This design comes from an exercise in tuning for small area, a short achievable clock period and few clock cycles per item on the open sky130 flow, not from production work.
Function was checked by simulation only, so behaviour that the tests miss may differ from the original.

==> v37 <==
## ssm
module ssm #(parameter LEN = 128)(clk, rst, start, a_in, b_in, n_in, ready, p_out);
clock: 7.5 ns
lec_check: 0
cap_margin: 20
core_margin: 2
core_utilization: 40
setup_slack_margin: 4.5
slew_margin: 20
standard.sh (not shown) runs the stock make flow with config.mk's settings and CLKGATE_MAP_FILE= SYNTH_SCRIPT=/design/flow/synth_recipe.tcl, a recipe that flattens the netlist after the stock synthesis.
==> flow/flow/run.sh <==
#!/bin/bash
# The standard layout (the standard.sh, standard synthesis included), with the
# ports buffered by the smallest buffer cell instead of the one buffer_ports picks.
set -euo pipefail
export BUFFER_PORTS_ARGS="-buffer_cell sky130_fd_sc_hd__buf_1"
bash standard.sh finish > standard_flow.log 2>&1
==> v8 (differences from v37) <==
--- a/flow/design.v
+++ b/flow/design.v
@@ -64,20 +64,24 @@
 module ssm #(parameter LEN = 128)(clk, rst, start, a_in, b_in, n_in, ready, p_out);
     input clk, rst, start;
     input [LEN-1:0] a_in, b_in, n_in;
     output reg ready;
     output [LEN-1:0] p_out;
     localparam W = LEN + 3;
-    localparam NB = 4;             
-    localparam WB = 33;            
+    localparam NB = 5;             
+    localparam WB = 27;            
     localparam [2:0] ST_IDLE = 3'd0, ST_LOOP = 3'd1, ST_CONV = 3'd2, ST_FIN = 3'd3;
     reg [W-1:0] S, C;
     reg [2:0] st;
     reg [7:0] cnt;       
     reg bbit;            
     reg bnx;             
+    reg [7:0] es;        
+    reg [7:0] ahi;       
+    reg [7:0] rab;       
+    reg [8:0] nhi;       
     reg [7:0] w0, w1, w2;  
     reg first;           
     reg tl;              
     reg ph;              
     reg fb;              
     reg [7:0] nt1, nt2;  
@@ -141,28 +145,38 @@
     wire [W-1:0] s1 = x1 ^ x2 ^ x3;
     wire [W-1:0] c1 = (x1 & x2) | (x1 & x3) | (x2 & x3);
     wire [W-1:0] c1s = {c1[W-2:0], 1'b0};
     wire [W-1:0] csa_s = s1 ^ c1s ^ qt;
     wire [W-1:0] c2 = (s1 & c1s) | (s1 & qt) | (c1s & qt);
     wire [W-1:0] csa_c = {c2[W-2:0], qneg};
-    wire [7:0] ex1 = S[W-2:W-9];
-    wire [7:0] ex2 = C[W-2:W-9];
     wire [7:0] en2 = {2'b00, ntop[6:1]};
     wire [7:0] en4 = {1'b0, ntop};
     wire [7:0] ext = ({8{qp2}} & en2) | ({8{qm2}} & ~en2) | ({8{qm4}} & ~en4);
-    wire [7:0] es1 = ex1 ^ ex2 ^ ext;
-    wire [7:0] ec1 = {((ex1 & ex2) | (ex1 & ext) | (ex2 & ext)), 1'b0};
+    wire [7:0] es1 = es;
+    wire [7:0] ec1 = ext;
     wire g0 = ~cmp_neg8(es1, ec1, w0);
     wire g1 = ~cmp_neg8(es1, ec1, w1);
     wire g2 = ~cmp_neg8(es1, ec1, w2);
     wire [7:0] at8 = {3'b000, atop};
     wire [7:0] wa0 = at8 + 8'd6, wa1 = at8 + nt1, wa2 = at8 + nt2;
     wire [2:0] kin = n_in[LEN-2:LEN-4];
     wire [7:0] nt1_in = 8'd0 - (8'd12 + {5'd0, kin});
     wire [7:0] nt2_in = 8'd0 - (8'd27 + {4'd0, kin, 1'b0} + {5'd0, kin});
-    wire [7:0] at_in = b_in[LEN-1] ? {3'b000, a_in[LEN-1:LEN-5]} : 8'd0;
+    wire [9:0] rx1 = S[W-3:W-12];                           
+    wire [9:0] rx2 = C[W-3:W-12];
+    wire [9:0] rx3 = {2'b00, rab};                          
+    wire [9:0] rs1 = rx1 ^ rx2 ^ rx3;
+    wire [9:0] rc1 = (rx1 & rx2) | (rx1 & rx3) | (rx2 & rx3);
+    wire [8:0] rn2 = {1'b0, nhi[8:1]};                      
+    wire [8:0] rn4 = nhi;                                   
+    wire [8:0] rqt = ({9{qp2}} & rn2) | ({9{qm2}} & ~rn2) | ({9{qm4}} & ~rn4);
+    wire [8:0] ra = rs1[9:1];                               
+    wire [8:0] rb = rc1[8:0];                               
+    wire [8:0] rs2 = ra ^ rb ^ rqt;
+    wire [8:0] rc2 = (ra & rb) | (ra & rqt) | (rb & rqt);
+    wire [7:0] es_nx = rs2[8:1] + rc2[7:0];                
     wire [W-1:0] sum;
     wire [NB-1:0] bco;
     genvar gb;
     generate for (gb = 0; gb < NB; gb = gb + 1) begin : blk
         localparam LO = gb * WB;
         localparam WD = (gb == NB - 1) ? W - LO : WB;
@@ -222,55 +236,51 @@
     always @(posedge clk) begin
         case (st)
             ST_IDLE: if (start) begin
                 cnt <= 8'd125;
                 bbit <= b_in[LEN-1];
                 bnx <= b_in[LEN-2];
-                w0 <= at_in + 8'd6;
-                w1 <= at_in + nt1_in;
-                w2 <= at_in + nt2_in;
-                first <= 1'b1;
                 tl <= 1'b0;
                 ph <= 1'b0;
                 fb <= ~n_in[LEN-1];
                 nt1 <= nt1_in;
                 nt2 <= nt2_in;
                 atop <= a_in[LEN-1:LEN-5];
+                ahi <= a_in[LEN-1:LEN-8];
+                nhi <= n_in[LEN-1:LEN-9];
                 ntop <= n_in[LEN-1:LEN-7];
-                qp2 <= 1'b0;
-                qm2 <= 1'b0;
-                qm4 <= 1'b0;
                 fstep <= 2'd0;
                 cinr <= 1'b0;
             end
             ST_LOOP: begin
-                first <= 1'b0;
-                qp2 <= ~fb & ~g0;
-                qm2 <= ~fb & g1 & ~g2;
-                qm4 <= ~fb & g2;
                 if (tl)
                     ph <= 1'b1;
                 else begin
                     bbit <= bnx;
                     bnx <= cnt[7] ? 1'b0 : b_in[cnt[6:0]];
-                    w0 <= bnx ? wa0 : 8'd6;
-                    w1 <= bnx ? wa1 : nt1;
-                    w2 <= bnx ? wa2 : nt2;
                     cnt <= cnt - 8'd1;
                     if (cnt == 8'hfe) tl <= 1'b1;
                 end
                 fstep <= 2'd0;
             end
             ST_CONV: cinr <= 1'b0;
             ST_FIN: begin
-                qp2 <= 1'b0;
-                qm2 <= 1'b0;
-                qm4 <= 1'b0;
                 if (!dn && !nx) begin
                     cinr <= qneg;
                     fstep <= fstep_n;
                 end
             end
             default: ;
         endcase
     end
+    always @(posedge clk) begin
+        first <= (st == ST_IDLE);
+        es <= es_nx;
+        qp2 <= in_loop & ~fb & ~first & ~g0;
+        qm2 <= in_loop & ~fb & ~first & g1 & ~g2;
+        qm4 <= in_loop & ~fb & ~first & g2;
+        w0 <= bnx ? wa0 : 8'd6;
+        w1 <= bnx ? wa1 : nt1;
+        w2 <= bnx ? wa2 : nt2;
+        rab <= (st == ST_IDLE) ? (a_in[LEN-1:LEN-8] & {8{b_in[LEN-1]}}) : (ahi & {8{bnx}});
+    end
 endmodule
- CORE_UTILIZATION: 40 -> 50
==> results.toml <==
[worst_setup_path]
reg2reg_depth = 8

[sta]
finalCritPeriodShare = 0.4053

[cts]
cts_setup_buffers = 19
cts_buffers = 45

[power]
p_sw_frac = 0.5027
p_seq_w = 0.00408

[outcome]
status = "no timing/DRC/antenna violations"

[global_route]
grt_util_met3 = 0.06665
met2_usage = 0.5335

[yosys]
synth.most_common_cell = "a21oi_1"
ys_ff_latch = 349

[finish]
final_cell_mix = "buf_1 (508), fa_1 (309), a21oi_1 (299)"

[routing]
vias = 26930

[min_path]
hold_end = "rab[2]"
min_from = "ahi[2]"
That was v8.
==> results.toml <==
[yosys]
synth.most_common_cell = "fa_1"
synthMuxAreaShare = 0.05646

[finish]
final_cell_mix = "buf_1 (507), nand2_1 (293), fa_1 (293)"
clockBufferCount = 58
antenna_cells = 16

[outcome]
status = "no timing/DRC/antenna violations"

[cts]
htreeDepth = 2
cts_setup_buffers = 68

[power]
p_sw_frac = 0.5004
p_seq_w = 0.00370

[min_path]
hold_end = "ready"

[run]
maxCapViolations = 0

[sta]
finalCritPeriodShare = 0.4586

[worst_setup_path]
reg2reg_depth = 16

[global_route]
met2_usage = 0.4533
That was v37.
Testbench counts of v37, summed over its fixed seeds: cycles 34,168, items 256.
Testbench counts of v8, summed over its fixed seeds: cycles 34,177, items 256.

what the ideal ports hide:
The results above use ideal ports. As a check the final layouts listed here were re-extracted and re-timed, cells and wires unchanged.
Step 1 assumes that a clkbuf_16 drives the clock port and a buf_2 every other input.
Step 2 adds t to the input delays and takes it off the output delays; t is the mean of the earliest and latest rising clock arrival at the registers after step 1. Input paths then give back, and output paths get back, about the clock's delay inside the block.
a / b / c = ideal / step 1 / step 2; a / b = the first two.
run	t, ns	setup WS [ns]	worst hold slack (ns)	worst setup path at the end	pins driven straight from the clock port
v37	0.653	4.060 / 4.060 / 3.620	0.535 / 0.535 / 0.535	input to register	1
v8	0.661	4.460 / 4.460 / 3.818	0.461 / 0.461 / 0.461	input to register	1
After both steps setup and hold are still met in every run listed. The setup slack of v8, which loses most, moves by 0.000 ns with the drivers and by -0.642 ns with both steps.
